Source: an optimization exercise on an open RTL-to-GDS flow (aim: small area and a short achievable clock period). Production flows keep margins and buffers that such runs may drop. No activity file was given, so power comes from the tool's default toggle rates.

==> v18 <==
==> flow/design.v <==
module processelement
(
  input  wire        clk,
  input  wire        reset,
  input  wire        clear,
  input  wire [7:0]  a,
  input  wire [7:0]  b,
  output reg  [15:0] c
);
  wire [63:0] pp;
  genvar gi, gj;
  generate for (gi = 0; gi < 8; gi = gi + 1) begin : g_pp_a
    for (gj = 0; gj < 8; gj = gj + 1) begin : g_pp_b
      assign pp[gi*8+gj] = a[gi] & b[gj];
    end
  end endgenerate
  wire [15:0] acc = clear ? 16'd0 : c;
  wire s1 = acc[1] ^ pp[1] ^ pp[8];
  wire k2 = (acc[1] & pp[1]) | (acc[1] & pp[8]) | (pp[1] & pp[8]);
  wire s3 = acc[2] ^ pp[2] ^ pp[9];
  wire k4 = (acc[2] & pp[2]) | (acc[2] & pp[9]) | (pp[2] & pp[9]);
  wire s5 = pp[16] ^ k2 ^ s3;
  wire k6 = (pp[16] & k2) | (pp[16] & s3) | (k2 & s3);
  wire s7 = acc[3] ^ pp[3] ^ pp[10];
  wire k8 = (acc[3] & pp[3]) | (acc[3] & pp[10]) | (pp[3] & pp[10]);
  wire s9 = pp[17] ^ pp[24] ^ k4;
  wire k10 = (pp[17] & pp[24]) | (pp[17] & k4) | (pp[24] & k4);
  wire s11 = s7 ^ k6 ^ s9;
  wire k12 = (s7 & k6) | (s7 & s9) | (k6 & s9);
  wire s13 = acc[4] ^ pp[4] ^ pp[11];
  wire k14 = (acc[4] & pp[4]) | (acc[4] & pp[11]) | (pp[4] & pp[11]);
  wire s15 = pp[18] ^ pp[25] ^ pp[32];
  wire k16 = (pp[18] & pp[25]) | (pp[18] & pp[32]) | (pp[25] & pp[32]);
  wire s17 = k8 ^ s13 ^ s15;
  wire k18 = (k8 & s13) | (k8 & s15) | (s13 & s15);
  wire s19 = k10 ^ s17 ^ k12;
  wire k20 = (k10 & s17) | (k10 & k12) | (s17 & k12);
  wire s21 = acc[5] ^ pp[5] ^ pp[12];
  wire k22 = (acc[5] & pp[5]) | (acc[5] & pp[12]) | (pp[5] & pp[12]);
  wire s23 = pp[19] ^ pp[26] ^ pp[33];
  wire k24 = (pp[19] & pp[26]) | (pp[19] & pp[33]) | (pp[26] & pp[33]);
  wire s25 = pp[40] ^ k14 ^ k16;
  wire k26 = (pp[40] & k14) | (pp[40] & k16) | (k14 & k16);
  wire s27 = s21 ^ s23 ^ k18;
  wire k28 = (s21 & s23) | (s21 & k18) | (s23 & k18);
  wire s29 = s25 ^ s27 ^ k20;
  wire k30 = (s25 & s27) | (s25 & k20) | (s27 & k20);
  wire s31 = acc[6] ^ pp[6] ^ pp[13];
  wire k32 = (acc[6] & pp[6]) | (acc[6] & pp[13]) | (pp[6] & pp[13]);
  wire s33 = pp[20] ^ pp[27] ^ pp[34];
  wire k34 = (pp[20] & pp[27]) | (pp[20] & pp[34]) | (pp[27] & pp[34]);
  wire s35 = pp[41] ^ pp[48] ^ k22;
  wire k36 = (pp[41] & pp[48]) | (pp[41] & k22) | (pp[48] & k22);
  wire s37 = k24 ^ s31 ^ s33;
  wire k38 = (k24 & s31) | (k24 & s33) | (s31 & s33);
  wire s39 = k26 ^ s35 ^ s37;
  wire k40 = (k26 & s35) | (k26 & s37) | (s35 & s37);
  wire s41 = k28 ^ s39 ^ k30;
  wire k42 = (k28 & s39) | (k28 & k30) | (s39 & k30);
  wire s43 = acc[7] ^ pp[7] ^ pp[14];
  wire k44 = (acc[7] & pp[7]) | (acc[7] & pp[14]) | (pp[7] & pp[14]);
  wire s45 = pp[21] ^ pp[28] ^ pp[35];
  wire k46 = (pp[21] & pp[28]) | (pp[21] & pp[35]) | (pp[28] & pp[35]);
  wire s47 = pp[42] ^ pp[49] ^ pp[56];
  wire k48 = (pp[42] & pp[49]) | (pp[42] & pp[56]) | (pp[49] & pp[56]);
  wire s49 = k32 ^ k34 ^ s43;
  wire k50 = (k32 & k34) | (k32 & s43) | (k34 & s43);
  wire s51 = s45 ^ s47 ^ k36;
  wire k52 = (s45 & s47) | (s45 & k36) | (s47 & k36);
  wire s53 = k38 ^ s49 ^ s51;
  wire k54 = (k38 & s49) | (k38 & s51) | (s49 & s51);
  wire s55 = k40 ^ s53 ^ k42;
  wire k56 = (k40 & s53) | (k40 & k42) | (s53 & k42);
  wire s57 = acc[8] ^ pp[15] ^ pp[22];
  wire k58 = (acc[8] & pp[15]) | (acc[8] & pp[22]) | (pp[15] & pp[22]);
  wire s59 = pp[29] ^ pp[36] ^ pp[43];
  wire k60 = (pp[29] & pp[36]) | (pp[29] & pp[43]) | (pp[36] & pp[43]);
  wire s61 = pp[50] ^ pp[57] ^ k44;
  wire k62 = (pp[50] & pp[57]) | (pp[50] & k44) | (pp[57] & k44);
  wire s63 = k46 ^ k48 ^ s57;
  wire k64 = (k46 & k48) | (k46 & s57) | (k48 & s57);
  wire s65 = s59 ^ k50 ^ s61;
  wire k66 = (s59 & k50) | (s59 & s61) | (k50 & s61);
  wire s67 = s63 ^ k52 ^ s65;
  wire k68 = (s63 & k52) | (s63 & s65) | (k52 & s65);
  wire s69 = k54 ^ s67 ^ k56;
  wire k70 = (k54 & s67) | (k54 & k56) | (s67 & k56);
  wire s71 = acc[9] ^ pp[23] ^ pp[30];
  wire k72 = (acc[9] & pp[23]) | (acc[9] & pp[30]) | (pp[23] & pp[30]);
  wire s73 = pp[37] ^ pp[44] ^ pp[51];
  wire k74 = (pp[37] & pp[44]) | (pp[37] & pp[51]) | (pp[44] & pp[51]);
  wire s75 = pp[58] ^ k58 ^ k60;
  wire k76 = (pp[58] & k58) | (pp[58] & k60) | (k58 & k60);
  wire s77 = s71 ^ s73 ^ k62;
  wire k78 = (s71 & s73) | (s71 & k62) | (s73 & k62);
  wire s79 = k64 ^ s75 ^ k66;
  wire k80 = (k64 & s75) | (k64 & k66) | (s75 & k66);
  wire s81 = s77 ^ k68 ^ s79;
  wire k82 = (s77 & k68) | (s77 & s79) | (k68 & s79);
  wire s83 = acc[10] ^ pp[31] ^ pp[38];
  wire k84 = (acc[10] & pp[31]) | (acc[10] & pp[38]) | (pp[31] & pp[38]);
  wire s85 = pp[45] ^ pp[52] ^ pp[59];
  wire k86 = (pp[45] & pp[52]) | (pp[45] & pp[59]) | (pp[52] & pp[59]);
  wire s87 = k72 ^ k74 ^ s83;
  wire k88 = (k72 & k74) | (k72 & s83) | (k74 & s83);
  wire s89 = s85 ^ k76 ^ s87;
  wire k90 = (s85 & k76) | (s85 & s87) | (k76 & s87);
  wire s91 = k78 ^ s89 ^ k80;
  wire k92 = (k78 & s89) | (k78 & k80) | (s89 & k80);
  wire s93 = acc[11] ^ pp[39] ^ pp[46];
  wire k94 = (acc[11] & pp[39]) | (acc[11] & pp[46]) | (pp[39] & pp[46]);
  wire s95 = pp[53] ^ pp[60] ^ k84;
  wire k96 = (pp[53] & pp[60]) | (pp[53] & k84) | (pp[60] & k84);
  wire s97 = k86 ^ s93 ^ k88;
  wire k98 = (k86 & s93) | (k86 & k88) | (s93 & k88);
  wire s99 = s95 ^ k90 ^ s97;
  wire k100 = (s95 & k90) | (s95 & s97) | (k90 & s97);
  wire s101 = acc[12] ^ pp[47] ^ pp[54];
  wire k102 = (acc[12] & pp[47]) | (acc[12] & pp[54]) | (pp[47] & pp[54]);
  wire s103 = pp[61] ^ k94 ^ s101;
  wire k104 = (pp[61] & k94) | (pp[61] & s101) | (k94 & s101);
  wire s105 = k96 ^ s103 ^ k98;
  wire k106 = (k96 & s103) | (k96 & k98) | (s103 & k98);
  wire s107 = acc[13] ^ pp[55] ^ pp[62];
  wire k108 = (acc[13] & pp[55]) | (acc[13] & pp[62]) | (pp[55] & pp[62]);
  wire s109 = k102 ^ s107 ^ k104;
  wire k110 = (k102 & s107) | (k102 & k104) | (s107 & k104);
  wire s111 = acc[14] ^ pp[63] ^ k108;
  wire k112 = (acc[14] & pp[63]) | (acc[14] & k108) | (pp[63] & k108);
  wire [15:0] r0 = {acc[15], s111, s109, k100, s99, s91, s81, s69, s55, s41, s29, s19, s11, s5, s1, acc[0]};
  wire [15:0] r1 = {k112, k110, k106, s105, k92, k82, k70, 1'b0, 1'b0, 1'b0, 1'b0, 1'b0, 1'b0, 1'b0, 1'b0, pp[0]};
  wire [15:0] sum = r0 + r1;
  always @(posedge clk) begin
    if (reset) c <= 16'd0;
    else       c <= sum;
  end
endmodule
module systolicCU
(
 input wire clk,reset,
 input wire [8-1:0] a1,a2,b1,b2,
 output reg clear1,clear2,clear3,clear4
);
localparam
	s0 = 0,
	s1 = 1,
	s2 = 2,
	s3 = 3,
	s4 = 4,
	s5 = 5,
	s6 = 6,
	s7 = 7,
	s8 = 8,
	s9 = 9,
	s10= 10;
	reg [4:0] state_reg,state_next;
always @(posedge clk) begin
    if (reset) begin
        state_reg <= s0;
    end
    else begin
        state_reg <= state_next;
    end
end 
always @(state_reg or a1) begin 
    state_next = s0;
    case (state_reg)
        s0 : begin
            if ( a1 != 0) begin   
                state_next = s1; 
            end
            else begin  
                state_next = s0; 
            end
        end
        s1 : begin
                state_next = s2; 
            end
        s2 : begin
                state_next = s3; 
            end
        s3 : begin
                state_next = s4; 
            end
        s4 : begin
                state_next = s5; 
            end
        s5 : begin
                state_next = s6; 
            end
        s6 : begin
                state_next = s7; 
            end
		  s7 : begin
                state_next = s8; 
            end
		  s8 : begin
                state_next = s9; 
            end
		  s9 : begin
                state_next = s10; 
            end
		  s10 : begin
                state_next = s3; 
            end
    endcase
end 
always @(state_reg) begin
    case (state_reg)  
        s0 : begin
				clear1 = 0;
				clear2 = 0;
				clear3 = 0;
				clear4 = 0;
        end
        s3 : begin
				clear1 = 0;
				clear2 = 0;
				clear3 = 0;
				clear4 = 0;
        end
        s8 : begin
				clear1 = 1;
				clear2 = 0;
				clear3 = 0;
				clear4 = 0;
        end
		  s9 : begin
				clear1 = 0;
				clear2 = 1;
				clear3 = 1;
				clear4 = 0;
        end
		  s10 : begin
				clear1 = 0;
				clear2 = 0;
				clear3 = 0;
				clear4 = 1;
        end
		  default: begin
				clear1 = 0;
				clear2 = 0;
				clear3 = 0;
				clear4 = 0;
		   end
    endcase
end 
endmodule
module systolictop
(
 input  wire clk, reset,
 input  wire [7:0] a1, a2, b1, b2,
 input  wire [2:0] i, j,
 output wire [15:0] c1, c2, c3, c4
);
  reg [7:0] a12, b13, a34, b24;
  wire clear1, clear2, clear3, clear4;
  always @(posedge clk) begin
    if (reset) begin
      a12 <= 8'd0; b13 <= 8'd0; a34 <= 8'd0; b24 <= 8'd0;
    end else begin
      a12 <= a1; b13 <= b1; a34 <= a2; b24 <= b2;
    end
  end
  systolicCU ctrl1(.clk(clk), .reset(reset), .a1(a1), .a2(a2), .b1(b1), .b2(b2),
                   .clear1(clear1), .clear2(clear2), .clear3(clear3), .clear4(clear4));
  processelement pe1 (.clk(clk), .reset(reset), .clear(clear1), .a(a1),  .b(b1),  .c(c1));
  processelement pe2 (.clk(clk), .reset(reset), .clear(clear2), .a(a12), .b(b2),  .c(c2));
  processelement pe3 (.clk(clk), .reset(reset), .clear(clear3), .a(a2),  .b(b13), .c(c3));
  processelement pe4 (.clk(clk), .reset(reset), .clear(clear4), .a(a34), .b(b24), .c(c4));
endmodule
==> flow/run.sh <==
#!/bin/bash
# synth_recipe.tcl (not shown) runs the flow's synth.tcl, then flattens the netlist and writes it again
# the make line also repeats each setting of config.mk as NAME=value (left out here)
make -C /OpenROAD-flow-scripts/flow DESIGN_CONFIG=/design/flow/config.mk WORK_HOME=/design/flow/orfs CLKGATE_MAP_FILE= SYNTH_SCRIPT=/design/flow/synth_recipe.tcl finish
==> flow/config.mk <==
export PLATFORM = sky130hd
export DESIGN_NAME = systolictop
export DESIGN_NICKNAME = systolictop
export VERILOG_FILES = /design/flow/design.v
export SDC_FILE = /design/flow/constraint.sdc
export NUM_CORES = 4
export LEC_CHECK = 0
export CAP_MARGIN = 20
export CORE_MARGIN = 2
export CORE_UTILIZATION = 40
export SLEW_MARGIN = 20
==> flow/constraint.sdc <==
create_clock -name core_clock -period 6.6 [get_ports {clk}]
set_input_delay 1.3200 -clock core_clock [delete_from_list [all_inputs] [get_ports {clk}]]
set_output_delay 1.3200 -clock core_clock [all_outputs]
set_load 0.01 [all_outputs]
==> inputs of v24, as changes to v18 <==
==> flow/design.v (replaced) <==
module processelement
(
  input  wire        clk,
  input  wire        reset,
  input  wire        clear,
  input  wire [7:0]  a,
  input  wire [7:0]  b,
  output reg  [15:0] c
);
  wire [15:0] acc = clear ? 16'd0 : c;
  always @(posedge clk) begin
    if (reset) c <= 16'd0;
    else       c <= acc + a * b;
  end
endmodule
module systolicCU
(
 input wire clk,reset,
 input wire [8-1:0] a1,a2,b1,b2,
 output reg clear1,clear2,clear3,clear4
);
localparam
	s0 = 0,
	s1 = 1,
	s2 = 2,
	s3 = 3,
	s4 = 4,
	s5 = 5,
	s6 = 6,
	s7 = 7,
	s8 = 8,
	s9 = 9,
	s10= 10;
	reg [4:0] state_reg,state_next;
always @(posedge clk) begin
    if (reset) begin
        state_reg <= s0;
    end
    else begin
        state_reg <= state_next;
    end
end 
always @(state_reg or a1) begin 
    state_next = s0;
    case (state_reg)
        s0 : begin
            if ( a1 != 0) begin   
                state_next = s1; 
            end
            else begin  
                state_next = s0; 
            end
        end
        s1 : begin
                state_next = s2; 
            end
        s2 : begin
                state_next = s3; 
            end
        s3 : begin
                state_next = s4; 
            end
        s4 : begin
                state_next = s5; 
            end
        s5 : begin
                state_next = s6; 
            end
        s6 : begin
                state_next = s7; 
            end
		  s7 : begin
                state_next = s8; 
            end
		  s8 : begin
                state_next = s9; 
            end
		  s9 : begin
                state_next = s10; 
            end
		  s10 : begin
                state_next = s3; 
            end
    endcase
end 
always @(state_reg) begin
    case (state_reg)  
        s0 : begin
				clear1 = 0;
				clear2 = 0;
				clear3 = 0;
				clear4 = 0;
        end
        s3 : begin
				clear1 = 0;
				clear2 = 0;
				clear3 = 0;
				clear4 = 0;
        end
        s8 : begin
				clear1 = 1;
				clear2 = 0;
				clear3 = 0;
				clear4 = 0;
        end
		  s9 : begin
				clear1 = 0;
				clear2 = 1;
				clear3 = 1;
				clear4 = 0;
        end
		  s10 : begin
				clear1 = 0;
				clear2 = 0;
				clear3 = 0;
				clear4 = 1;
        end
		  default: begin
				clear1 = 0;
				clear2 = 0;
				clear3 = 0;
				clear4 = 0;
		   end
    endcase
end 
endmodule
module systolictop
(
 input  wire clk, reset,
 input  wire [7:0] a1, a2, b1, b2,
 input  wire [2:0] i, j,
 output wire [15:0] c1, c2, c3, c4
);
  reg [7:0] a12, b13, a34, b24;
  wire clear1, clear2, clear3, clear4;
  always @(posedge clk) begin
    if (reset) begin
      a12 <= 8'd0; b13 <= 8'd0; a34 <= 8'd0; b24 <= 8'd0;
    end else begin
      a12 <= a1; b13 <= b1; a34 <= a2; b24 <= b2;
    end
  end
  systolicCU ctrl1(.clk(clk), .reset(reset), .a1(a1), .a2(a2), .b1(b1), .b2(b2),
                   .clear1(clear1), .clear2(clear2), .clear3(clear3), .clear4(clear4));
  processelement pe1 (.clk(clk), .reset(reset), .clear(clear1), .a(a1),  .b(b1),  .c(c1));
  processelement pe2 (.clk(clk), .reset(reset), .clear(clear2), .a(a12), .b(b2),  .c(c2));
  processelement pe3 (.clk(clk), .reset(reset), .clear(clear3), .a(a2),  .b(b13), .c(c3));
  processelement pe4 (.clk(clk), .reset(reset), .clear(clear4), .a(a34), .b(b24), .c(c4));
endmodule
==> tab_implementation.tex <==
\begin{tabular}{lr}
\hline
Metric & Value \\
\hline
\multicolumn{2}{l}{\textbf{Pwr}} \\
Sequential-cell power consumption & 867 uW \\
Internal Dissipation & 2.59 mW \\
\multicolumn{2}{l}{\textbf{Layout}} \\
Number of cells in the finished layout apart from fillers & 1944 \\
Highest-count cells in the layout ignoring fill and taps & sky130\_fd\_sc\_hd\_\_inv\_1, sky130\_fd\_sc\_hd\_\_fa\_1, sky130\_fd\_sc\_hd\_\_and2\_1 \\
\multicolumn{2}{l}{\textbf{Run status}} \\
Status & complete, no violations \\
\multicolumn{2}{l}{\textbf{Die}} \\
Chip height & 183 um \\
\multicolumn{2}{l}{\textbf{STA}} \\
Final worst slack & 911 ps \\
\multicolumn{2}{l}{\textbf{Synthesis}} \\
Post-synthesis cell count & 1458 \\
Adder and majority gate portion of the synthesized area & 0.447 \\
\hline
\end{tabular}
Source of the figures above: v24

==> tab_implementation.tex <==
\begin{tabular}{lr}
\hline
Metric & Value \\
\hline
\multicolumn{2}{l}{\textbf{Run status}} \\
Status & complete, no violations \\
\multicolumn{2}{l}{\textbf{STA}} \\
Final worst slack & 283 ps \\
Clock skew after layout & 6.55 ps \\
\multicolumn{2}{l}{\textbf{Die}} \\
Chip Width & 172 um \\
Chip height & 172 um \\
\multicolumn{2}{l}{\textbf{Pwr}} \\
Net Sw Power & 2.06 mW \\
Internal Dissipation & 2.67 mW \\
Sequential-cell power consumption & 864 uW \\
\multicolumn{2}{l}{\textbf{Synthesis}} \\
Compound-Gate Fraction of Synth Area & 0.0363 \\
Simple-gate share of the synthesized area & 0.249 \\
Dominant cell by count in the synthesized netlist & sky130\_fd\_sc\_hd\_\_and2\_1 \\
\multicolumn{2}{l}{\textbf{Routing}} \\
Count of routing violations after the opening detailed-route iteration & 363 \\
\multicolumn{2}{l}{\textbf{Layout}} \\
Number of cells in the finished layout apart from fillers & 1681 \\
\multicolumn{2}{l}{\textbf{Worst setup path}} \\
CP endpoint kind & flop \\
Biggest cell delay along the critical path & 520 ps \\
\multicolumn{2}{l}{\textbf{Job}} \\
Max cap viols & 0 \\
\multicolumn{2}{l}{\textbf{Global routing}} \\
Number of global-route vias before repair & 8316 \\
\hline
\end{tabular}
Source of the figures above: v18

Function was not checked in any run of this note: the RTL went through the layout flow alone.

separate check: timing with driven ports:
No port has a modelled driver above. Below, the same layouts with a new extraction and two added sets of constraints. Step 1, drivers: a clkbuf_16 drives clk and a buf_2 each remaining input, both assumed. Step 2 times the ports against the registers' clock, not the clock port: input delays grow and output delays shrink by t, the midpoint of the rising clock arrivals with the driver on. Slacks: no drivers / after step 1 / after step 2; pairs: no drivers / after step 1.
run	t (ns)	setup slack, ns	cell pins on the clock port's net
v18	0.400	0.283 / 0.307 / -0.093	1
v24	0.417	0.911 / 0.939 / 0.522	1
With both steps, setup timing fails in v18, where it was met with ideal ports. The setup slack of v24, which loses most, moves by +0.028 ns with the drivers and by -0.389 ns with both steps.
